From an optimization exercise on the open Yosys and OpenROAD flow, aimed at small area, a short achievable clock period and few clock cycles; shortcuts taken in it are not production practice. Where RTL was checked, it was by simulation tests only, not by an equivalence proof against the original.

oak:
// sparse_mac_top
module sparse_mac_top
#(
    parameter int NUM_DECODERS = 2,
    parameter int VALUE_W = 16,
    parameter int INDEX_W = 16,
    parameter int DECODER_FIFO_DEPTH = 16,
    parameter int ACCUM_W = 32
)
(
    input mac_clk,
    input mac_rst,
    input [NUM_DECODERS-1:0] sram_valid_i,
    output [NUM_DECODERS-1:0] sram_ready_o,
    input [NUM_DECODERS*(1+VALUE_W+INDEX_W)-1:0] sram_data_i,
    output mac_valid_o,
    output [ACCUM_W-1:0] mac_data_o
);
localparam int DATA_W = 1 + VALUE_W + INDEX_W;
logic [INDEX_W-1:0] skip0, skip1;
logic [VALUE_W-1:0] val0, val1;
logic in_done0, in_done1;
assign {in_done0, val0, skip0} = sram_data_i[0 +: DATA_W];
assign {in_done1, val1, skip1} = sram_data_i[DATA_W +: DATA_W];
logic hv0, hv1;               
logic hd0, hd1;               
logic [VALUE_W-1:0] hval0;
logic [VALUE_W-1:0] hval1;
logic [7:0] g_one, g_two, g_neg;    
logic g_top;
logic [INDEX_W:0] diff;       
logic zq;                     
logic mat;                    
logic [31:0] acc_s, acc_c;    
logic [31:0] res;             
logic mq;                     
logic fin, both, d_neg, pop0, pop1, take0, take1;
assign fin   = (hv0 & hd0) | (hv1 & hd1);
assign both  = hv0 & hv1 & ~fin;
assign d_neg = diff[INDEX_W];
assign pop0  = both & ~d_neg;
assign pop1  = both & (d_neg | zq);
assign sram_ready_o[0] = ~fin & (~hv0 | pop0);
assign sram_ready_o[1] = ~fin & (~hv1 | pop1);
assign take0 = sram_valid_i[0] & sram_ready_o[0];
assign take1 = sram_valid_i[1] & sram_ready_o[1];
logic [INDEX_W:0] s1x, s0x, c10, c01, c11, diff_n;
logic [INDEX_W+1:0] c10_w, c11_w;
assign s1x   = {1'b0, skip1};
assign s0x   = {1'b0, skip0};
assign c10_w = {diff, 1'b1} + {s1x, 1'b1};           
assign c10   = c10_w[INDEX_W+1:1];
assign c01   = diff + ~s0x;                           
assign c11_w = {s1x, 1'b1} + {~s0x, 1'b1};           
assign c11   = c11_w[INDEX_W+1:1];
  ...
Size: about 1500 cells after synthesis, about 180 flip-flops.
Settings: LEC_CHECK=0, CAP_MARGIN=20, CORE_MARGIN=2, CORE_UTILIZATION=40, CTS_BUF_LIST=sky130_fd_sc_hd__clkbuf_4 sky130_fd_sc_hd__clkbuf_8, PLACE_DENSITY=0.8, SETUP_SLACK_MARGIN=3.6, SLEW_MARGIN=20, SYNTH_HIERARCHICAL=1; clock period 7.0 ns.
standard.sh (not shown) runs the stock make flow with config.mk's settings and CLKGATE_MAP_FILE= SYNTH_SCRIPT=/design/flow/synth_recipe.tcl, a recipe that flattens the netlist after the stock synthesis.
==> flow/flow/run.sh <==
#!/bin/bash
set -euo pipefail
export BUFFER_PORTS_ARGS="-buffer_cell sky130_fd_sc_hd__buf_2"
bash standard.sh finish > flow_make.log 2>&1
oak went all the way through synthesis, placement and routing and the layout is clean on timing, DRC and antenna.
Testbench counts of oak, summed over its fixed seeds: cycles 7,526.
Here is what was changed in the inputs of pine compared with oak.
Settings: a deleted PLACE_DENSITY that had been 0.8; an added GPL_ROUTABILITY_DRIVEN of 0.
--- outcome ---
- pine: no failed stages, no open violations at the end
- The higher worst setup slack of pine and oak is in pine.
- Between oak and pine, the total global-route track usage does not differ in any meaningful way.
- On cell area after layout, pine and oak are basically level.
- On pine: delay of the slowest cell on the worst path is 0.02 ns lower than what oak gave.
- Relative to oak, the first-iteration DRC count of pine is lower by 513.
- Routed wire length: pine lower than oak
- Re headroom to the max-slew limit: pine and oak aren't equal, and the lower value belongs to oak.
- Relative to oak, highest achievable clock rate increased by 2.7 MHz in pine.
Modified inputs, birch compared to pine
Settings: GPL_ROUTABILITY_DRIVEN: 0 -> unset; CORE_UTILIZATION: 40 -> 55.
### Flow results
Post-detailed-route via-to-cell ratio in birch is about 7% above pine.
Delta(die footprint, birch - pine) < 0
Time the worst path needs with I/O delays and setup for birch: 0.031 ns down relative to pine
birch vs. pine: final hold slack down 0.0064 ns, synthesis-to-layout area growth down 0.18 points, data required time of the critical path up 0.05 ns, final cell count down 6.0%.
Input changes introduced in maple (baseline for comparison: birch):
Settings: CORE_UTILIZATION changed from 55 to 40; TNS_END_PERCENT newly set to 20.
Results
When maple is set beside birch, its final critical path time including I/O delays and setup turns out to be 0.046 ns larger. [compare] base=birch new=maple: buffer count excluding the clock tree in the final layout fell 20, synthesis-to-layout area growth fell 0.43 points. birch and maple ended up with roughly the same fraction of area in multi-input gates. The higher fmax came out of birch. Looking at met2 routing resource usage after global routing, maple sits below birch. Higher post-route clock skew goes to birch over maple. Summary of maple over birch: utilization went down.
What cedar does differently from maple at the input level:
Settings: clearing CTS_BUF_LIST, which used to be sky130_fd_sc_hd__clkbuf_4 sky130_fd_sc_hd__clkbuf_8; swapping 3.6 for 3.5 in SETUP_SLACK_MARGIN; clearing TNS_END_PERCENT, which used to be 20.
### Flow results
- cedar: flow completed, timing, DRC and antenna clean
- maple reached the end of the flow, and the finished layout is clean on the timing, design-rule and antenna checks.
- Going from maple to cedar, the half-perimeter wire length after detailed placement was found to have gone up by 0.98%.
- Wire length of the first global-routing pass: cedar vs maple up about 1.4%
- [compare] base=maple new=cedar: post-place setup slack decreased 0.040 ns, wire length after detailed routing climbed 0.84%, largest incremental delay on the critical path went up.

Setup of trial 50:
Another version of the RTL of sparse_mac_top (not shown whole).
Size: roughly 180 flip-flops, ~17000 um2 of cells after synthesis.
Settings: LEC_CHECK=0, CAP_MARGIN=20, CORE_MARGIN=2, CORE_UTILIZATION=40, CTS_BUF_LIST=sky130_fd_sc_hd__clkbuf_4 sky130_fd_sc_hd__clkbuf_8, SETUP_SLACK_MARGIN=3.75, SLEW_MARGIN=20, SYNTH_HIERARCHICAL=1; clock period 7.0 ns.
Scripts as last shown in full above: flow/flow/run.sh
Trial 50: no failed stages, no open violations at the end
Testbench counts of trial 50, summed over its fixed seeds: cycles 7,526.
--- input diff trial 50..trial 20 ---
Settings: SETUP_SLACK_MARGIN: 3.75 -> 3.82.
### Flow results
- Design area: trial 20 worse than trial 50
- Compared with trial 50, in trial 20 critical path's largest stage delay decreased 130 ps; clock buffer count decreased 2; routed wire length per instance essentially unchanged; register area essentially unchanged.

Starting RTL as in the previous note.
export LEC_CHECK = 0
export CAP_MARGIN = 20
export CORE_MARGIN = 2
export CORE_UTILIZATION = 40
export CTS_BUF_LIST = sky130_fd_sc_hd__clkbuf_4 sky130_fd_sc_hd__clkbuf_8
export SETUP_SLACK_MARGIN = 3.9
export SLEW_MARGIN = 20
export SYNTH_HIERARCHICAL = 1
create_clock -name core_clock -period 7.0 [get_ports {mac_clk}]
Scripts as last shown in full above: flow/flow/run.sh
The baseline ran to the end with no violations.
Testbench counts at the start, summed over its fixed seeds: cycles 7,526.
Then changed:
SETUP_SLACK_MARGIN = 3.6   (was 3.9)
Die area is unchanged.
Critical path depth drops by 7.
Worst setup slack loses 130 ps.
Utilization drops by 4.4 points.
Clock-buffer cell count drops by 2.
Fmax drops by 4.0%.
Register-to-register slack loses 170 ps.

sparse_mac_top, a different RTL version from the one above (not shown whole).
Size: ~1400 cells after synthesis, ~110 I/O pins, about 15000 sq um of cells after synthesis.
clock: 7.0 ns
lec_check: 0
cap_margin: 20
core_margin: 2
core_utilization: 40
slew_margin: 20
run.sh (not shown) runs the stock make flow with config.mk's settings and CLKGATE_MAP_FILE= SYNTH_SCRIPT=/design/flow/synth_recipe.tcl, a recipe that flattens the netlist after the stock synthesis.
Stock flow here: none of the scripts above is used.
The baseline passed the timing, design-rule and antenna checks.
Change:
Settings changed: ABC_CLOCK_PERIOD_IN_PS from default to 3000, SETUP_SLACK_MARGIN from default to 4.0.
Non-clock buffer count grows by 182.
Sequential share of layout area shrinks by 2.9 points.
Wire length grows by 15%.
Fmax grows by 17%.
No run of this note included a check of the RTL's function; only the layout flow was run.

run R:
sparse_mac_top, a different RTL version from the one above (not shown whole).
For scale: ~2,000 cells after synthesis, about 110 I/O pins, ~18,000 µm² of cells after synthesis.
==> flow/design.v (excerpt) <==
module sparse_mac_top
#(
    parameter int NUM_DECODERS = 2,
    parameter int VALUE_W = 16,
    parameter int INDEX_W = 16,
    parameter int DECODER_FIFO_DEPTH = 16,
    parameter int ACCUM_W = 32
)
(
    input mac_clk,
    input mac_rst,
    input [NUM_DECODERS-1:0] sram_valid_i,
    output [NUM_DECODERS-1:0] sram_ready_o,
    input [NUM_DECODERS*(1+VALUE_W+INDEX_W)-1:0] sram_data_i,
    output mac_valid_o,
    output [ACCUM_W-1:0] mac_data_o
);
Settings: LEC_CHECK=0, CAP_MARGIN=20, CORE_MARGIN=2, CORE_UTILIZATION=40, SETUP_SLACK_MARGIN=4.0, SLEW_MARGIN=20, SYNTH_HIERARCHICAL=1; clock period 7.0 ns.
The flow did not stop early for run R: all stages ran, and the layout cleared the timing, design-rule and antenna checks.
Input changes introduced in run P (baseline for comparison: run R):
-- flow/config.mk --
<<< run R, line 10
export CORE_UTILIZATION = 40
export SETUP_SLACK_MARGIN = 4.0
export SLEW_MARGIN = 20
>>> run P, line 10
export CORE_UTILIZATION = 40
export SETUP_SLACK_MARGIN = 3.0
export SLEW_MARGIN = 20
==> comparison <==
Looking only at post-detailed-route via-to-cell ratio, and setting everything else aside, the lower value of run R and run P goes to run R.
Function was not checked in any run of this note: the RTL went through the layout flow alone.

build 65:
sparse_mac_top with an RTL version that a note above also has.
For scale: ~110 I/O pins, about 16000 um^2 of cells after synthesis.
==> flow/design.v (excerpt) <==
module sparse_mac_top
#(
    parameter int NUM_DECODERS = 2,
    parameter int VALUE_W = 16,
    parameter int INDEX_W = 16,
    parameter int DECODER_FIFO_DEPTH = 16,
    parameter int ACCUM_W = 32
)
(
    input mac_clk,
    input mac_rst,
    input [NUM_DECODERS-1:0] sram_valid_i,
    output [NUM_DECODERS-1:0] sram_ready_o,
    input [NUM_DECODERS*(1+VALUE_W+INDEX_W)-1:0] sram_data_i,
    output mac_valid_o,
    output [ACCUM_W-1:0] mac_data_o
);
Settings: LEC_CHECK=0, CAP_MARGIN=20, CORE_MARGIN=2, CORE_UTILIZATION=40, CTS_BUF_LIST=sky130_fd_sc_hd__clkbuf_4 sky130_fd_sc_hd__clkbuf_8, SETUP_SLACK_MARGIN=3.6, SLEW_MARGIN=20, SYNTH_HIERARCHICAL=1, TNS_END_PERCENT=0; clock period 7.0 ns.
standard.sh (not shown) runs the stock make flow with config.mk's settings and CLKGATE_MAP_FILE= SYNTH_SCRIPT=/design/flow/synth_recipe.tcl, a recipe that flattens the netlist after the stock synthesis.
Scripts as last shown in full above: flow/flow/run.sh
Build 65 reached the final stage; the timing, design-rule and antenna checks on its layout passed.
Testbench counts of build 65, summed over its fixed seeds: cycles 7,526.
Changes in build 25 relative to build 65:
Settings: TNS_END_PERCENT: 0 -> unset; CTS_BUF_LIST: sky130_fd_sc_hd__clkbuf_4 sky130_fd_sc_hd__clkbuf_8 -> unset; SETUP_SLACK_MARGIN: 3.6 -> 3.75.
- The category of the critical setup timing path comes out flip-flop to flip-flop in one run and input port to flip-flop in the other, namely in build 65 and build 25 respectively.
- Build 25 — share of the cycle needed by the critical path after routing 2.0 points lower, build 65 as reference
- From build 65 to build 25 the numbers moved as follows: wire length reported by the detailed router rose by 1.9%, largest net degree at the start of global routing fell by 7.
- Diff build 25 and build 65: routing usage on met2 lower in build 25
- Via count, build 25 vs build 65: up by a few percent
- NOTE met3 layer wire length in the routed design build 65->build 25 increased by more than 10%
- Build 65 has lower number of buffer and inverter instances along the worst setup path than build 25.
What build 46 does differently from build 25 at the input level:
Settings: SETUP_SLACK_MARGIN: 3.75 -> 3.6; CTS_BUF_LIST: unset -> sky130_fd_sc_hd__clkbuf_4 sky130_fd_sc_hd__clkbuf_8.
==> flow/flow/run.sh <==
#!/bin/bash
set -euo pipefail
export BUFFER_PORTS_ARGS="-buffer_cell sky130_fd_sc_hd__buf_1"
bash standard.sh finish > flow_make.log 2>&1
--- outcome ---
- When build 46 is set beside build 25, its setup fix buffers added after clock tree synthesis turns out to be 21 smaller.
- For the peak fanout along the critical path, build 46 came in 1 higher than build 25 did.
- The standard cells in build 46 occupy less silicon area than those in build 25 do.
- Diff build 46..build 25 | synthesized cell count | unchanged
- Build 46 improves on build 25 in worst hold slack.
- Re setup slack: build 25 was higher than build 46.
- Build 25 → build 46: met2 routed wirelength +0.37%.
- Final cell count was lower in build 46 than in build 25.

port drivers added, routing unchanged:
How much do the figures lean on ideal ports? The routed layouts below were timed once more, with nothing changed but the port constraints.
Step 1 sets driving cells, clkbuf_16 on the clock port and buf_2 on the other inputs (assumed; they add their load-dependent delay and slew).
Step 2, shift: input delay + t, output delay - t, t = (earliest + latest rising clock arrival at the registers) / 2. This alone moves slack from input paths to output paths.
Slacks: ideal ports / drivers / drivers and shift; pairs: ideal ports / drivers.
run | shift t [ns] | setup WS [ns] | worst setup path after step 2 | latest minus earliest clock arrival (ns) | worst register clock-pin slew, ns
oak | 0.534 | 3.618 / 3.618 / 3.117 | input to register | 0.024 / 0.024 | 0.12 / 0.12
pine | 0.536 | 3.649 / 3.649 / 3.162 | input to register | 0.013 / 0.013 | 0.11 / 0.11
birch | 0.562 | 3.679 / 3.681 / 3.148 | input to register | 0.020 / 0.020 | 0.11 / 0.11
maple | 0.554 | 3.633 / 3.588 / 3.109 | input to register | 0.017 / 0.017 | 0.10 / 0.10
cedar | 0.504 | 3.602 / 3.602 / 3.157 | input to register | 0.015 / 0.015 | 0.08 / 0.08
trial 50 | 0.554 | 3.807 / 3.781 / 3.293 | input to register | 0.016 / 0.015 | 0.10 / 0.10
trial 20 | 0.561 | 3.809 / 3.809 / 3.340 | input to register | 0.024 / 0.025 | 0.11 / 0.11
the first run of note 3 | 0.566 | 3.826 / 3.843 / 3.277 | input to register | 0.016 / 0.016 | 0.10 / 0.10
the second run of note 3 | 0.560 | 3.693 / 3.681 / 3.174 | input to register | 0.016 / 0.017 | 0.10 / 0.10
the first run of note 4 | 0.477 | 1.788 / 1.735 / 1.774 | input to register | 0.013 / 0.013 | 0.06 / 0.06
the second run of note 4 | 0.496 | 2.544 / 2.489 / 2.674 | input to register | 0.014 / 0.015 | 0.07 / 0.07
run R | 0.518 | 3.178 / 3.181 / 2.663 | input to register | 0.013 / 0.014 | 0.07 / 0.07
run P | 0.513 | 3.070 / 3.105 / 2.592 | input to register | 0.010 / 0.010 | 0.07 / 0.07
build 65 | 0.556 | 3.593 / 3.593 / 3.071 | input to register | 0.020 / 0.020 | 0.11 / 0.11
build 25 | 0.503 | 3.730 / 3.764 / 3.261 | input to register | 0.015 / 0.014 | 0.08 / 0.08
build 46 | 0.547 | 3.690 / 3.713 / 3.166 | input to register | 0.019 / 0.020 | 0.10 / 0.10
After both steps setup and hold are still met in every run listed. The setup slack of the first run of note 3, which loses most, moves by +0.017 ns with the drivers and by -0.549 ns with both steps.
